This is an optimization exercise on Yosys and OpenROAD, whose aim is small area and a short achievable clock period, not a production implementation.
Function was checked by simulation only, so behaviour that the tests miss may differ from the original.
Power and IR drop assume default switching activity.

==> inputs of v18 <==
==> flow/design.v (excerpt) <==
module SingleCycleMIPS(
    CLK,
    RST,
    IR_addr,
    IR,
    RF_writedata,
    ReadDataMem,
    CEN,
    WEN,
    A,
    ReadData2,
    OEN
);
clock: 11.5 ns
lec_check: 0
cap_margin: 20
core_margin: 2
core_utilization: 50
place_density: 0.65
setup_slack_margin: 2.4
slew_margin: 20
synth_hierarchical: 1
standard.sh (not shown) runs the stock make flow with config.mk's settings and CLKGATE_MAP_FILE= SYNTH_SCRIPT=/design/flow/synth_recipe.tcl, a recipe that flattens the netlist after the stock synthesis.
==> flow/flow/run.sh <==
#!/bin/bash
# The standard layout (standard.sh), with two changes made through ORFS
# variables: the port buffers start as buf_2 (timing repair sizes up the
# critical ones), and clock tree synthesis clusters up to 24 flip-flops within
# 80 um per clkbuf_16 and inserts no dummy loads. make's full output goes to
# standard.log here; ORFS keeps each step's log under orfs/logs/.
set -euo pipefail
export BUFFER_PORTS_ARGS="-buffer_cell sky130_fd_sc_hd__buf_2"
export CTS_ARGS="-sink_clustering_enable -repair_clock_nets -dont_use_dummy_load -buf_list sky130_fd_sc_hd__clkbuf_16 -sink_clustering_size 24 -sink_clustering_max_diameter 80"
bash standard.sh > standard.log 2>&1
==> inputs of v30, as changes to v18 <==
--- a/flow/design.v
+++ b/flow/design.v
@@ -413,13 +413,13 @@
 wire            G5_28;
 wire            G5_29;
 wire            G5_30;
 wire            G5_31;
 g_xnor2 u1 (.a(bn[0]), .b(sub), .y(bx[0]));
 g_xor2 u2 (.a(an[0]), .b(bx[0]), .y(pn[0]));
-g_majn u3 (.an(an[0]), .b(bx[0]), .c(sub), .y(gn[0]));
+g_gn0 u3 (.an(an[0]), .bn(bn[0]), .s(sub), .y(gn[0]));
 g_xnor2 u4 (.a(bn[1]), .b(sub), .y(bx[1]));
 g_xor2 u5 (.a(an[1]), .b(bx[1]), .y(pn[1]));
 g_nand2b u6 (.an(an[1]), .b(bx[1]), .y(gn[1]));
 g_xnor2 u7 (.a(bn[2]), .b(sub), .y(bx[2]));
 g_xor2 u8 (.a(an[2]), .b(bx[2]), .y(pn[2]));
 g_nand2b u9 (.an(an[2]), .b(bx[2]), .y(gn[2]));
@@ -902,16 +902,16 @@
 endmodule
 module g_mux2i(a0, a1, s, y);
 input   a0, a1, s;
 output  y;
 assign y = ~(s ? a1 : a0);
 endmodule
-module g_majn(an, b, c, y);
-input   an, b, c;
+module g_gn0(an, bn, s, y);
+input   an, bn, s;
 output  y;
-assign y = ~((~an & b) | (c & (~an | b)));
+assign y = s ? (an & ~bn) : (an | bn);
 endmodule
 module g_ao22(a1, a2, b1, b2, y);
 input   a1, a2, b1, b2;
 output  y;
 assign y = (a1 & a2) | (b1 & b2);
 endmodule
- SETUP_SLACK_MARGIN: 2.4 -> 2.8
==> run notes <==
| metric | v30 | v18 |
|---|---|---|
| Outcome | no timing/DRC/antenna violations | no timing/DRC/antenna violations |
| Detailed-route wire length on metal 1 | 87.2 mm | 88.8 mm |
| Fraction of the mapped netlist area in compound gates | 35.8% | 35.8% |
| Number of cells upsized or downsized after cts | 321 | 142 |
| Detail Route met3 WL | 37.2 mm | 34.7 mm |
| Detailed-placement wirelength estimate | 163 mm | 172 mm |
| Minimum setup slack among reg-to-reg paths | 5.58 ns | 5.53 ns |
| Final cell utilization of the core | 60.4% | 58.3% |
| Count of routing violations after the opening detailed-route iteration | 9522 | 8130 |
| DRT Pass-1 Iters | 9 | 6 |
| Highest cell delay on the worst timing path | 0.48 ns | 0.51 ns |
| Worst Max-Slew Pin Slew | 1.29 ns | 1.24 ns |
| Global-route total usage across every layer | 49.0% | 48.3% |
| Wire length after detailed routing | 255 mm | 249 mm |
| P_comb | 1.58 mW | 1.49 mW |
| DR WL/cell | 36.9 um | 36.5 um |
| Adder-cell share of the synthesized area | 0.720% | 0.720% |
| Met2 usage | 69.7% | 66.8% |
| Worst slew slack as a fraction of its limit | 13.9% | 17.0% |
| Crit path launch | IR[20] | IR[23] |

==> run a: inputs <==
Another version of the RTL of SingleCycleMIPS (not shown whole).
==> flow/design.v (excerpt) <==
module SingleCycleMIPS(
    CLK,
    RST,
    IR_addr,
    IR,
    RF_writedata,
    ReadDataMem,
    CEN,
    WEN,
    A,
    ReadData2,
    OEN
);
input           CLK, RST;
input   [31:0]  IR;
output  [31:0]  IR_addr, RF_writedata;
input   [31:0]  ReadDataMem;
output          CEN;
output          WEN;
output  [ 6:0]  A;
output  [31:0]  ReadData2;
output          OEN;
wire    [5:0]   op = IR[31:26];
wire    [4:0]   rs = IR[25:21];
wire    [4:0]   rt = IR[20:16];
wire    [4:0]   rd = IR[15:11];
wire    [3:0]   fn = IR[3:0];
wire    op_r   = (op == 6'h00);
wire    op_lw  = (op == 6'h23);
wire    op_sw  = (op == 6'h2b);
wire    op_beq = (op == 6'h04);
wire    op_j   = (op == 6'h02);
wire    op_jal = (op == 6'h03);
wire    op_jr  = op_r & (IR[5:0] == 6'h08);
assign CEN = ~(op_lw | op_sw);
assign OEN = ~op_lw;
assign WEN = ~op_sw;
reg     [31:0]  PC;
assign IR_addr = PC;
wire    [31:0]  PC4 = {PC[31:2] + 30'd1, PC[1:0]};
reg     [991:0] R;
reg     [31:1]  V;
wire            RegWrite = op_r | op_lw | op_jal;
wire    [4:0]   Wreg     = op_jal ? 5'd31 : (op_r ? rd : rt);
wire    [31:0]  WriteDataN;    
wire    [31:0]  ReadData1;
reg     [31:1]  we;
integer         i;
always @(*)
  for (i = 1; i < 32; i = i + 1)
    we[i]   = RegWrite & (Wreg == i);
wire    [31:1]  seln1, seln2;
rf_seldec sd1 (.r(rs), .V(V), .seln(seln1));
rf_seldec sd2 (.r(rt), .V(V), .seln(seln2));
wire    [31:1]  hold = ~we & V;
wire    [991:0] Rnext;
genvar          k, j;
generate
  ...
export LEC_CHECK = 0
export CAP_MARGIN = 20
export CORE_MARGIN = 2
export CORE_UTILIZATION = 50
export PLACE_DENSITY = 0.65
export SETUP_SLACK_MARGIN = 2.8
export SLEW_MARGIN = 20
export SYNTH_HIERARCHICAL = 1
create_clock -name core_clock -period 11.5 [get_ports {CLK}]
Scripts as last shown in full above: flow/flow/run.sh
==> inputs of run b, as changes to run a <==
--- a/flow/design.v
+++ b/flow/design.v
@@ -81,41 +81,44 @@
     rf_rbit u2 (.sn(seln2), .dn(col), .y(ReadData2[j]));
   end
 endgenerate
 wire    [31:0]  a = ReadData1;
 wire    [31:0]  b = ReadData2;
-wire            sub    = (fn == 4'b0010) | (fn == 4'b1010);
+wire            sub    = (fn == 4'b0010) | (fn == 4'b1010) | op_beq;
 wire            f_sum  = (fn == 4'b0000) | (fn == 4'b0010);
 wire            f_or   = (fn == 4'b0101);
 wire            f_slt  = (fn == 4'b1010);
 wire            f_and  = ~(f_sum | f_or | f_slt);
 wire            alu    = ~(op_jal | op_lw);
 wire            s_sum  = alu & f_sum;
 wire            s_or   = alu & f_or;
 wire            s_and  = alu & f_and;
 wire            s_slt  = alu & f_slt;
 wire    [31:0]  pn;             
-wire    [31:0]  other = ({32{s_or}}   & (a | b)) |
-                        ({32{s_and}}  & (a & b)) |
+wire    [31:0]  gn;             
+wire    [31:0]  a_and_b = {~gn[31:1], a[0] & b[0]};
+wire    [31:0]  a_or_b  = {~(pn[31:1] & gn[31:1]), a[0] | b[0]};
+wire    [31:0]  other = ({32{s_or}}   & a_or_b) |
+                        ({32{s_and}}  & a_and_b) |
                         ({32{op_jal}} & PC4) |
                         ({32{op_lw}}  & ReadDataMem);
 wire    [31:0]  x0, x1;
 assign x0[31:1] = ({31{s_sum}} & ~pn[31:1]) | other[31:1];
 assign x1[31:1] = ({31{s_sum}} &  pn[31:1]) | other[31:1];
 wire            b0   = ({s_sum} & ~pn[0] & ~sub) | ({s_sum} & pn[0] & sub) | other[0];
 wire            dsgn = a[31] ^ b[31];
 assign x0[0] = s_slt ? (dsgn ? a[31] : ~pn[31]) : b0;
 assign x1[0] = s_slt ? (dsgn ? a[31] :  pn[31]) : b0;
 alu_core alu_core (.a(a), .b(b), .sub(sub), .x0(x0), .x1(x1), .nx0(~x0), .nx1(~x1),
-                   .pn(pn), .y(RF_writedata), .ywn(WriteDataN));
+                   .pn(pn), .gn(gn), .y(RF_writedata), .ywn(WriteDataN));
 wire    [8:0]   ea = a[8:0] + IR[8:0];
 assign A = ea[8:2];
 wire    [16:0]  ba_lo = {1'b0, PC4[17:2]} + {1'b0, IR[15:0]};
 wire    [13:0]  ba_hi = (ba_lo[16] & ~IR[15]) ? PC4[31:18] + 14'd1 :
                         (~ba_lo[16] & IR[15]) ? PC4[31:18] - 14'd1 : PC4[31:18];
 wire    [31:0]  BranchAddr = {ba_hi, ba_lo[15:0], PC4[1:0]};
-wire            taken = op_beq & (a == b);
+wire            taken = op_beq & ~|pn;
 wire    [31:0]  PCnext = op_jr            ? a :
                          (op_j | op_jal)  ? {PC4[31:28], IR[25:0], 2'b00} :
                          taken            ? BranchAddr : PC4;
 always @(posedge CLK or posedge RST) begin
   if (RST)
@@ -160,15 +163,15 @@
   end
 endgenerate
 g_nor2  u15 (.a(sn[31]), .b(dn[31]), .y(p[15]));
 assign y = |p;
 endmodule
-module alu_core(a, b, sub, x0, x1, nx0, nx1, pn, y, ywn);
+module alu_core(a, b, sub, x0, x1, nx0, nx1, pn, gn, y, ywn);
 input   [31:0]  a, b, x0, x1, nx0, nx1;
 input           sub;
-output  [31:0]  pn, y, ywn;
-wire    [31:0]  bx, gn;
+output  [31:0]  pn, gn, y, ywn;
+wire    [31:0]  bx;
 wire            G1_1;
 wire            G1_2;
 wire            P1_2;
 wire            G1_3;
 wire            P1_3;
- SETUP_SLACK_MARGIN: 2.8 -> 2.4
==> run notes <==
Status: run a complete, no violations; run b complete, no violations
Met1 Use GR: run a 60.64%; run b 60.85%
CTS clk-pin slew, worst paths: run a 0.08 ns; run b 0.07 ns
Antenna fix cells: run a 10; run b 19
Non-clock buffer count in the final layout: run a 544; run b 511
Power consumption: run a 7.519 mW; run b 7.381 mW
Core Box Area: run a 94590 µm²; run b 92910 µm²
Routed metal-1 wire length: run a 88420 µm; run b 88350 µm
Met2 Wirelength: run a 99670 µm; run b 101600 µm
Post-layout minimum cycle time: run a 8.890 ns; run b 9.239 ns
Count of clock buffers in the final design: run a 54; run b 55
Combinational gate power: run a 1.65 mW; run b 1.51 mW
Die Y: run a 312.5 µm; run b 309.6 µm
Static power due to leakage: run a 23.16 nW; run b 22.08 nW
Worst setup path startpoint: run a IR[17]; run b IR[23]
Global-route wire length before repair: run a 346400 µm; run b 354800 µm

[static timing again, ports no longer ideal]
The results above use ideal ports. As a check the final layouts listed here were re-extracted and re-timed, cells and wires unchanged.
Step 1, drivers: a clkbuf_16 drives CLK and a buf_2 each remaining input, both assumed.
Step 2 moves the port delays by t, midway between the first and last clock arrival at a register: inputs arrive t later, outputs are due t later. That takes back most of the time a late clock gives input paths.
Three values: ideal, step 1, step 2; two values: the first two.
run	t (ns)	slack for setup (ns)	latest minus earliest clock arrival (ns)	slew at the worst register clock pin (ns)
v18	0.757	2.159 / 2.140 / 2.140	0.123 / 0.122	0.11 / 0.11
v30	0.780	2.480 / 2.458 / 2.458	0.064 / 0.063	0.11 / 0.11
run a	0.766	2.610 / 2.588 / 2.588	0.060 / 0.061	0.10 / 0.10
run b	0.760	2.261 / 2.238 / 2.238	0.093 / 0.093	0.10 / 0.10
After both steps setup and hold are still met in every run listed. The setup slack of run b, which loses most, moves by -0.023 ns with the drivers and by -0.023 ns with both steps.
